This design comes from an exercise in tuning for small area, a short achievable clock period and few clock cycles per item on the open sky130 flow, not from production work. Where RTL was checked, it was by simulation tests only, not by an equivalence proof against the original. Power figures rest on the tool's default switching activity, not on a simulated workload.

Design grn_farm, start of the top module:
module grn_farm #(
	parameter VECTOR_SIZE = 69,
	parameter LS          = 2,          
	parameter LK          = 1,          
	parameter G           = 6           
) (
	input  logic                   clk,
	input  logic                   rst,
	input  logic                   in_valid,
	input  logic [VECTOR_SIZE-1:0] in_conf,
	output logic                   in_ready,
	output logic                   out_valid,
	output logic [VECTOR_SIZE-1:0] out_conf,
	output logic [31:0]            out_transient,
	output logic [31:0]            out_length
);
==> module grn_farm, before the edit <==
module grn_farm #(
	parameter VECTOR_SIZE = 69,
	parameter LS          = 2,          
	parameter LK          = 1,          
	parameter G           = 6           
) (
	input  logic                   clk,
	input  logic                   rst,
	input  logic                   in_valid,
	input  logic [VECTOR_SIZE-1:0] in_conf,
	output logic                   in_ready,
	output logic                   out_valid,
	output logic [VECTOR_SIZE-1:0] out_conf,
	output logic [31:0]            out_transient,
	output logic [31:0]            out_length
);
localparam int S  = 1 << LS;
localparam int K  = 1 << LK;
localparam int LU = LS + LK;
localparam int CW = 32 - LU;
localparam int EW = 1 + (K - 1) * G;    
localparam logic [1:0] P_EMPTY = 2'd0;
localparam logic [1:0] P_ONE   = 2'd1;     
localparam logic [1:0] P_TWO   = 2'd2;     
localparam logic [1:0] P_DONE  = 2'd3;
logic [1:0]             ph [S];
logic [VECTOR_SIZE-1:0] A  [S];
logic [VECTOR_SIZE-1:0] B  [S];
logic [VECTOR_SIZE-1:0] C  [S];
logic [EW-1:0]          E  [S];     
logic [CW-1:0]          c1 [S];
logic [CW-1:0]          c2 [S];
logic [LU-1:0]          u1 [S];
logic [LU-1:0]          dd [S];     
logic                   bw [S];     
logic                   fresh;      
logic [1:0]             ph_n [S];
logic [VECTOR_SIZE-1:0] A_n  [S];
logic [VECTOR_SIZE-1:0] B_n  [S];
logic [EW-1:0]          E_n  [S];
logic [LU-1:0]          u1_n [S];
logic [LU-1:0]          dd_n [S];
logic                   bw_n [S];
logic [CW-1:0] c1_inc, c2_inc, c2_dec;
assign c1_inc = c1[0] + 1'b1;
assign c2_inc = c2[0] + 1'b1;
assign c2_dec = c2[S-2] - 1'b1;
genvar s, q;
generate
	for (s = 0; s < S; s = s + 1) begin : gen_stage
		localparam int SP = (s + S - 1) % S;    
		logic [VECTOR_SIZE-1:0] a  [K+1];
		logic [VECTOR_SIZE-1:0] b  [K+1];
		logic [VECTOR_SIZE-1:0] bh [K];
		logic                   eq0;
		assign a[0] = A[s];
		assign b[0] = B[s];
		for (q = 0; q < K; q = q + 1) begin : gen_sub
			grn_step step_a  (.v(a[q]),  .y(a[q+1]));
			grn_step step_b1 (.v(b[q]),  .y(bh[q]));
			grn_step step_b2 (.v(bh[q]), .y(b[q+1]));
			if (q == 0) begin : g_first
				if (s == 0) begin : g_s0
					assign eq0 = (a[0] == b[0]) && !fresh;
				end else begin : g_sn
					assign eq0 = (a[0] == b[0]);
				end
				assign E_n[s][0] = (s == S - 2) ? 1'b0 : eq0;
			end else begin : g_late
				genvar g;
				for (g = 0; g < G; g = g + 1) begin : gen_grp
					localparam int LO = g * VECTOR_SIZE / G;
					localparam int HI = (g + 1) * VECTOR_SIZE / G - 1;
					assign E_n[s][1 + (q - 1) * G + g] = (a[q][HI:LO] == b[q][HI:LO]);
				end
			end
		end
		assign A_n[s] = a[K];
		assign B_n[s] = b[K];
		logic [K-1:0] meet;
		assign meet[0] = E[s][0];
		for (q = 1; q < K; q = q + 1) begin : gen_meet
			assign meet[q] = &E[s][1 + (q - 1) * G +: G];
		end
		always_comb begin
			logic [1:0] p;
			p       = ph[s];
			u1_n[s] = u1[s];
			dd_n[s] = dd[s];
			bw_n[s] = bw[s];
			for (int k = 0; k < K; k = k + 1) begin
				if (meet[k] && p == P_TWO) begin
					p       = P_DONE;
					dd_n[s] = LU'(K*SP + k) - u1_n[s];
					bw_n[s] = LU'(K*SP + k) < u1_n[s];
				end
				if (meet[k] && p == P_ONE) begin
					p       = P_TWO;
					u1_n[s] = LU'(K*SP + k);
				end
			end
			if (s == S - 2) begin
				if (eq0 && p == P_TWO) begin
					p       = P_DONE;
					dd_n[s] = LU'(K*s) - u1_n[s];
					bw_n[s] = LU'(K*s) < u1_n[s];
				end
				if (eq0 && p == P_ONE) begin
					p       = P_TWO;
					u1_n[s] = LU'(K*s);
				end
			end
			ph_n[s] = p;
		end
		if (s < S - 1) begin : g_pass
			always_ff @(posedge clk) begin
				if (rst) ph[s+1] <= P_EMPTY;
				else     ph[s+1] <= ph_n[s];
				A[s+1]  <= A_n[s];
				B[s+1]  <= B_n[s];
				C[s+1]  <= C[s];
				E[s+1]  <= E_n[s];
				if (s == 0) begin
					c1[s+1] <= (ph_n[s] == P_ONE && !fresh) ? c1_inc : c1[s];
					c2[s+1] <= (ph_n[s] == P_TWO) ? c2_inc : c2[s];
				end else if (s == S - 2) begin
					c1[s+1] <= c1[s];
					c2[s+1] <= (ph_n[s] == P_DONE && bw_n[s]) ? c2_dec : c2[s];
				end else begin
					c1[s+1] <= c1[s];
					c2[s+1] <= c2[s];
				end
				u1[s+1] <= u1_n[s];
				dd[s+1] <= dd_n[s];
				bw[s+1] <= bw_n[s];
			end
		end
	end
endgenerate
logic free;
assign in_ready      = free;
assign out_conf      = C[S-1];
assign out_transient = {c1[S-1], u1[S-1]};
assign out_length    = {c2[S-1], dd[S-1]};
always_ff @(posedge clk) begin
	if (rst) begin
		free      <= 1'b1;
		ph[0]     <= P_EMPTY;
		out_valid <= 1'b0;
	end else begin
		free      <= (ph_n[S-2] == P_EMPTY) || (ph_n[S-2] == P_DONE);
		ph[0]     <= free ? (in_valid ? P_ONE : P_EMPTY) : ph_n[S-1];
		out_valid <= (ph_n[S-2] == P_DONE);
	end
	fresh <= free;
	if (free) begin
		A[0]  <= in_conf;
		B[0]  <= in_conf;
		C[0]  <= in_conf;
		E[0]  <= '0;
		c1[0] <= '0;
		c2[0] <= '0;
	end else begin
		A[0]  <= A_n[S-1];
		B[0]  <= B_n[S-1];
		C[0]  <= C[S-1];
		E[0]  <= E_n[S-1];
		c1[0] <= c1[S-1];
		c2[0] <= c2[S-1];
	end
	u1[0] <= u1_n[S-1];
	dd[0] <= dd_n[S-1];
	bw[0] <= bw_n[S-1];
end
endmodule
make LEC_CHECK=0 CAP_MARGIN=20 CORE_MARGIN=2 CORE_UTILIZATION=45 CTS_CLUSTER_DIAMETER=80 CTS_CLUSTER_SIZE=25 PLACE_DENSITY=0.6 SETUP_SLACK_MARGIN=2.6 SLEW_MARGIN=20 finish   # period 5.0 ns
run.sh (not shown) runs the stock make flow with config.mk's settings and CLKGATE_MAP_FILE= SYNTH_SCRIPT=/design/flow/synth_recipe.tcl, a recipe that flattens the netlist after the stock synthesis.
Change:
--- a/flow/design.v
+++ b/flow/design.v
@@ -114,9 +114,9 @@
 logic                   bw_n [S];
 logic [CW-1:0] c1_inc, c2_inc, c2_dec;
 assign c1_inc = c1[0] + 1'b1;
 assign c2_inc = c2[0] + 1'b1;
-assign c2_dec = c2[S-2] - 1'b1;
+always_ff @(posedge clk) c2_dec <= c2[S-3] - 1'b1;
 genvar s, q;
 generate
 	for (s = 0; s < S; s = s + 1) begin : gen_stage
 		localparam int SP = (s + S - 1) % S;    
Result: Cell count stays flat; routed wire length decreases by 4.6%; synthesized area grows by 0.81%; hold slack degrades by 0.016 ns; synthesized cell count barely changes; non-clock buffer count drops by 20.
Function was not checked in any run of this note: the RTL went through the layout flow alone.

---

The RTL this note starts from:
==> flow/design.v <==
module grn_step (input logic [68:0] v, output logic [68:0] y);
assign y[0] = v[40];
assign y[1] = v[40] & ~ v[32];
assign y[2] = v[35] & ~ (v[36] | v[6]);
assign y[3] = ((v[50] | v[33]) & v[36]) & ~ v[2];
assign y[4] = ~ (v[20] & 0);
assign y[5] = (v[48] | v[31]) & ~ (v[33] | v[36]);
assign y[6] = (v[7] | v[8]) & ~ v[21];
assign y[7] = v[17] & ~ (v[10] | v[32]);
assign y[8] = v[13] & ~ (v[21] | v[32]);
assign y[9] = v[46] & ~ v[47];
assign y[10] = v[31];
assign y[11] = v[42] & v[52];
assign y[12] = (v[4] | v[48] | v[26]) & ~ v[20];
assign y[13] = v[30];
assign y[14] = v[34];
assign y[15] = v[28];
assign y[16] = v[64];
assign y[17] = v[52] | v[16];
assign y[18] = v[15];
assign y[19] = v[59];
assign y[20] = ~ (v[14] | v[2]);
assign y[21] = (v[31] | v[48]) & ~ v[43];
assign y[22] = ~ v[23];
assign y[23] = (v[2] | (v[42] & v[52]));
assign y[24] = v[19] & ~ v[49];
assign y[25] = v[1] | v[29];
assign y[26] = ((v[4] | v[15]) & v[25]) & ~ v[20];
assign y[27] = (v[33] & v[2]) & ~ (v[20] | v[0]);
assign y[28] = v[38] | v[40];
assign y[29] = v[9] | v[51] | v[52];
assign y[30] = (v[3] | v[50] | v[9]) & ~ v[5];
assign y[31] = ~ v[22];
assign y[32] = (v[33] | v[44]) & ~ (v[20] | v[6]);
assign y[33] = (v[37] | v[25] | v[0]) & ~ v[27];
assign y[34] = v[11];
assign y[35] = (v[14] | v[39]) & ~ v[37];
assign y[36] = v[9] & ~ v[2];
assign y[37] = v[33] & ~ (v[31] | v[26]);
assign y[38] = v[9] | v[39];
assign y[39] = v[14] | v[19];
assign y[40] = v[52] & ~ v[41];
assign y[41] = v[31] | v[48];
assign y[42] = v[47];
assign y[43] = v[30];
assign y[44] = v[51] & ~ v[26];
assign y[45] = v[44] | v[31];
assign y[46] = v[33] | v[17];
assign y[47] = v[15] | v[52];
assign y[48] = v[24];
assign y[49] = v[48];
assign y[50] = v[7] & ~ v[5];
assign y[51] = v[57] & ~ v[45];
assign y[52] = v[54];
assign y[53] = (v[62] | v[65]) & ~ v[59];
assign y[54] = v[58];
assign y[55] = v[60] & ~ (v[63] | v[57]);
assign y[56] = (v[61] | v[63]) & ~ (v[62] | v[57] | v[60]);
assign y[57] = v[53];
assign y[58] = (v[63] | v[66]) & ~ v[62];
assign y[59] = v[58] | v[65] | v[31];
assign y[60] = v[65] | v[55];
assign y[61] = v[65] | v[58];
assign y[62] = v[53] | v[55];
assign y[63] = v[56] | v[64];
assign y[64] = v[63] & ~ v[57];
assign y[65] = (v[66] | v[54]) & ~ v[62];
assign y[66] = v[31];
assign y[67] = (v[18] & v[12]) & ~ (v[32] | v[6]);
assign y[68] = v[6];
endmodule
module grn_farm #(
	parameter VECTOR_SIZE = 69,
	parameter LS          = 2,          
	parameter LK          = 1,          
	parameter G           = 6,          
	parameter CL          = 4           
) (
	input  logic                   clk,
	input  logic                   rst,
	input  logic                   in_valid,
	input  logic [VECTOR_SIZE-1:0] in_conf,
	output logic                   in_ready,
	output logic                   out_valid,
	output logic [VECTOR_SIZE-1:0] out_conf,
	output logic [31:0]            out_transient,
	output logic [31:0]            out_length
);
localparam int S  = 1 << LS;
localparam int K  = 1 << LK;
localparam int LU = LS + LK;
localparam int CW = 32 - LU;             
localparam int CH = CW - CL;             
localparam int EW = 1 + (K - 1) * G;     
localparam logic [1:0] P_EMPTY = 2'd0;
localparam logic [1:0] P_ONE   = 2'd1;     
localparam logic [1:0] P_TWO   = 2'd2;     
localparam logic [1:0] P_DONE  = 2'd3;
logic [1:0]             ph [S];
logic [VECTOR_SIZE-1:0] A  [S];
logic [VECTOR_SIZE-1:0] B  [S];
logic [VECTOR_SIZE-1:0] C  [S];
logic [EW-1:0]          E  [S];     
logic [CL-1:0]          c1 [S];
logic [CL-1:0]          c2 [S];
logic                   own[S];     
logic                   rs [S];     
logic [LU-1:0]          u1 [S];
logic [LU-1:0]          dd [S];     
logic                   bw [S];     
logic                   fresh;      
logic                   busy;
logic [CH-1:0]          h1, h2;
logic                   tk_r, o1_r, o2_r;
logic [1:0]             ph_n [S];
logic [VECTOR_SIZE-1:0] A_n  [S];
logic [VECTOR_SIZE-1:0] B_n  [S];
logic [EW-1:0]          E_n  [S];
logic [LU-1:0]          u1_n [S];
logic [LU-1:0]          dd_n [S];
logic                   bw_n [S];
logic inc1, inc2, ov1, ov2, take, again;
assign inc1  = (ph_n[0] == P_ONE) && !fresh;
assign inc2  = (ph_n[0] == P_TWO);
assign ov1   = inc1 && (&c1[0]);
assign ov2   = inc2 && (&c2[0]);
assign take  = (ov1 || ov2) && !own[0] && !busy;
assign again = (ov1 || ov2) && !own[0] && busy;
genvar s, q;
generate
	for (s = 0; s < S; s = s + 1) begin : gen_stage
		localparam int SP = (s + S - 1) % S;    
		logic [VECTOR_SIZE-1:0] a  [K+1];
		logic [VECTOR_SIZE-1:0] b  [K+1];
		logic [VECTOR_SIZE-1:0] bh [K];
		assign a[0] = A[s];
		assign b[0] = B[s];
		for (q = 0; q < K; q = q + 1) begin : gen_sub
			grn_step step_a  (.v(a[q]),  .y(a[q+1]));
			grn_step step_b1 (.v(b[q]),  .y(bh[q]));
			grn_step step_b2 (.v(bh[q]), .y(b[q+1]));
			if (q == 0) begin : g_first
				if (s == 0) begin : g_s0
					assign E_n[s][0] = (a[0] == b[0]) && !fresh;
				end else begin : g_sn
					assign E_n[s][0] = (a[0] == b[0]);
				end
			end else begin : g_late
				genvar g;
				for (g = 0; g < G; g = g + 1) begin : gen_grp
					localparam int LO = g * VECTOR_SIZE / G;
					localparam int HI = (g + 1) * VECTOR_SIZE / G - 1;
					assign E_n[s][1 + (q - 1) * G + g] = (a[q][HI:LO] == b[q][HI:LO]);
				end
			end
		end
		assign A_n[s] = a[K];
		assign B_n[s] = b[K];
		logic [K-1:0] meet;
		assign meet[0] = E[s][0];
		for (q = 1; q < K; q = q + 1) begin : gen_meet
			assign meet[q] = &E[s][1 + (q - 1) * G +: G];
		end
		always_comb begin
			logic [1:0] p;
			p       = ph[s];
			u1_n[s] = u1[s];
			dd_n[s] = dd[s];
			bw_n[s] = bw[s];
			for (int k = 0; k < K; k = k + 1) begin
				if (meet[k] && p == P_TWO) begin
					p       = P_DONE;
					dd_n[s] = LU'(K*SP + k) - u1_n[s];
					bw_n[s] = LU'(K*SP + k) < u1_n[s];
				end
				if (meet[k] && p == P_ONE) begin
					p       = P_TWO;
					u1_n[s] = LU'(K*SP + k);
				end
			end
			ph_n[s] = p;
		end
		if (s < S - 1) begin : g_pass
			always_ff @(posedge clk) begin
				if (rst) ph[s+1] <= P_EMPTY;
				else     ph[s+1] <= ph_n[s];
				A[s+1]  <= A_n[s];
				B[s+1]  <= B_n[s];
				if (s == 0) C[s+1] <= fresh ? A[s] : C[s];
				else        C[s+1] <= C[s];
				E[s+1]  <= E_n[s];
				if (s == 0) begin
					c1[s+1]  <= c1[s] + CL'(inc1);
					c2[s+1]  <= c2[s] + CL'(inc2);
					own[s+1] <= own[s] || take;
					rs[s+1]  <= rs[s] || again;
				end else begin
					c1[s+1]  <= c1[s];
					c2[s+1]  <= c2[s];
					own[s+1] <= own[s];
					rs[s+1]  <= rs[s];
				end
				u1[s+1] <= u1_n[s];
				dd[s+1] <= dd_n[s];
				bw[s+1] <= bw_n[s];
			end
		end
	end
endgenerate
logic [1:0] ph_ahead;
always_comb begin
	ph_ahead = ph_n[S-2];
	if (E_n[S-2][0] && ph_ahead == P_TWO)      ph_ahead = P_DONE;
	else if (E_n[S-2][0] && ph_ahead == P_ONE) ph_ahead = P_TWO;
end
logic free, restart, load;
logic [VECTOR_SIZE-1:0] new_conf;
assign in_ready = free;
assign out_conf = C[0];
assign load     = free || restart;
assign new_conf = restart ? C[S-1] : in_conf;
logic [CW-1:0] len_hi, len_dec;
assign len_hi  = {own[S-1] ? h2 : {CH{1'b0}}, c2[S-1]};
assign len_dec = len_hi - 1'b1;
always_ff @(posedge clk) begin
	if (rst) begin
		free      <= 1'b1;
		restart   <= 1'b0;
		busy      <= 1'b0;
		ph[0]     <= P_EMPTY;
		out_valid <= 1'b0;
	end else begin
		free      <= (ph_ahead == P_EMPTY) || (ph_ahead == P_DONE && !rs[S-2]);
		restart   <= (ph_ahead != P_EMPTY) && rs[S-2];
		busy      <= take || (busy && !(free && own[S-1] && ph_n[S-1] == P_DONE));
		ph[0]     <= load ? ((restart || in_valid) ? P_ONE : P_EMPTY) : ph_n[S-1];
		out_valid <= free && (ph_n[S-1] == P_DONE);
	end
	if (rst) begin
		tk_r <= 1'b0;
		o1_r <= 1'b0;
		o2_r <= 1'b0;
	end else begin
		tk_r <= take;
		o1_r <= ov1 && (take || own[0]);
		o2_r <= ov2 && (take || own[0]);
	end
	if (tk_r) begin
		h1 <= CH'(o1_r);
		h2 <= CH'(o2_r);
	end else begin
		h1 <= h1 + CH'(o1_r);
		h2 <= h2 + CH'(o2_r);
	end
	fresh <= load;
	if (load) begin
		A[0]   <= new_conf;
		B[0]   <= new_conf;
		E[0]   <= '0;
		c1[0]  <= '0;
		c2[0]  <= '0;
		own[0] <= 1'b0;
		rs[0]  <= 1'b0;
	end else begin
		A[0]   <= A_n[S-1];
		B[0]   <= B_n[S-1];
		E[0]   <= E_n[S-1];
		c1[0]  <= c1[S-1];
		c2[0]  <= c2[S-1];
		own[0] <= own[S-1];
		rs[0]  <= rs[S-1];
	end
	C[0]  <= C[S-1];
	u1[0] <= u1_n[S-1];
	dd[0] <= dd_n[S-1];
	bw[0] <= bw_n[S-1];
	out_transient <= {own[S-1] ? h1 : {CH{1'b0}}, c1[S-1], u1_n[S-1]};
	out_length    <= {bw_n[S-1] ? len_dec : len_hi, dd_n[S-1]};
end
endmodule
make LEC_CHECK=0 CAP_MARGIN=20 CORE_MARGIN=2 CORE_UTILIZATION=45 CTS_CLUSTER_DIAMETER=80 CTS_CLUSTER_SIZE=25 PLACE_DENSITY=0.6 SETUP_SLACK_MARGIN=3.0 SLEW_MARGIN=20 finish   # period 5.0 ns
Next try:
--- a/flow/design.v
+++ b/flow/design.v
@@ -183,14 +183,13 @@
 		if (s < S - 1) begin : g_pass
 			always_ff @(posedge clk) begin
 				if (rst) ph[s+1] <= P_EMPTY;
 				else     ph[s+1] <= ph_n[s];
 				A[s+1]  <= A_n[s];
 				B[s+1]  <= B_n[s];
-				if (s == 0) C[s+1] <= fresh ? A[s] : C[s];
-				else        C[s+1] <= C[s];
+				C[s+1]  <= C[s];
 				E[s+1]  <= E_n[s];
 				if (s == 0) begin
 					c1[s+1]  <= c1[s] + CL'(inc1);
 					c2[s+1]  <= c2[s] + CL'(inc2);
 					own[s+1] <= own[s] || take;
 					rs[s+1]  <= rs[s] || again;
@@ -213,13 +212,12 @@
 	if (E_n[S-2][0] && ph_ahead == P_TWO)      ph_ahead = P_DONE;
 	else if (E_n[S-2][0] && ph_ahead == P_ONE) ph_ahead = P_TWO;
 end
 logic free, restart, load;
 logic [VECTOR_SIZE-1:0] new_conf;
 assign in_ready = free;
-assign out_conf = C[0];
 assign load     = free || restart;
 assign new_conf = restart ? C[S-1] : in_conf;
 logic [CW-1:0] len_hi, len_dec;
 assign len_hi  = {own[S-1] ? h2 : {CH{1'b0}}, c2[S-1]};
 assign len_dec = len_hi - 1'b1;
 always_ff @(posedge clk) begin
@@ -253,28 +251,30 @@
 		h2 <= h2 + CH'(o2_r);
 	end
 	fresh <= load;
 	if (load) begin
 		A[0]   <= new_conf;
 		B[0]   <= new_conf;
+		C[0]   <= new_conf;
 		E[0]   <= '0;
 		c1[0]  <= '0;
 		c2[0]  <= '0;
 		own[0] <= 1'b0;
 		rs[0]  <= 1'b0;
 	end else begin
 		A[0]   <= A_n[S-1];
 		B[0]   <= B_n[S-1];
+		C[0]   <= C[S-1];
 		E[0]   <= E_n[S-1];
 		c1[0]  <= c1[S-1];
 		c2[0]  <= c2[S-1];
 		own[0] <= own[S-1];
 		rs[0]  <= rs[S-1];
 	end
-	C[0]  <= C[S-1];
 	u1[0] <= u1_n[S-1];
 	dd[0] <= dd_n[S-1];
 	bw[0] <= bw_n[S-1];
+	out_conf      <= C[S-1];
 	out_transient <= {own[S-1] ? h1 : {CH{1'b0}}, c1[S-1], u1_n[S-1]};
 	out_length    <= {bw_n[S-1] ? len_dec : len_hi, dd_n[S-1]};
 end
 endmodule
What happened: The changed run ran to the end with no violations. Via count rose by 0.84%. Routed wire length falls by 0.87%. Cell count climbs by 2.2%. Utilization is lower by 0.54 points. Design area goes up by 1.1%. Clock-buffer cell count goes down by 1. Register-to-register slack is worse by 0.07 ns. Total power rises by 4.7%. Clock power came out higher by 4.9%. Synthesized cell count came out higher by 3.0%. Setup slack got worse by 0.24 ns. Worst hold slack loses 0.0069 ns.
Testbench counts after the change, summed over its fixed seeds: cycles 6,150, items 1,280.
Only the layout flow was run in the first run of this note; the RTL was not checked for function there.

static timing again, ports no longer ideal:
The flow's constraints put no driver on any port. The routed layouts listed below were extracted and timed again, unchanged, in two steps.
Step 1, drivers: a clkbuf_16 drives clk and a buf_2 each remaining input, both assumed.
Step 2 adds t to the input delays and takes it off the output delays; t is the mean of the earliest and latest rising clock arrival at the registers after step 1. Input paths then give back, and output paths get back, about the clock's delay inside the block.
a / b / c = ideal ports / drivers / drivers and shift; a / b = the first two.
run | t (ns) | slack for setup (ns) | hold WS [ns] | latest minus earliest clock arrival (ns) | cell pins on the clock port's net
the first run of note 1 | 0.750 | 1.980 / 1.980 / 1.980 | 0.325 / 0.325 / 0.325 | 0.047 / 0.047 | 1
the second run of note 1 | 0.746 | 1.815 / 1.815 / 1.815 | 0.310 / 0.310 / 0.310 | 0.061 / 0.061 | 1
the first run of note 2 | 0.776 | 2.790 / 2.714 / 2.482 | 0.325 / 0.325 / 0.325 | 0.043 / 0.043 | 1
the second run of note 2 | 0.800 | 2.551 / 2.477 / 2.362 | 0.318 / 0.318 / 0.318 | 0.055 / 0.055 | 1
After both steps every run listed still meets setup and hold. The setup slack of the first run of note 2, which loses most, moves by -0.076 ns with the drivers and by -0.308 ns with both steps.
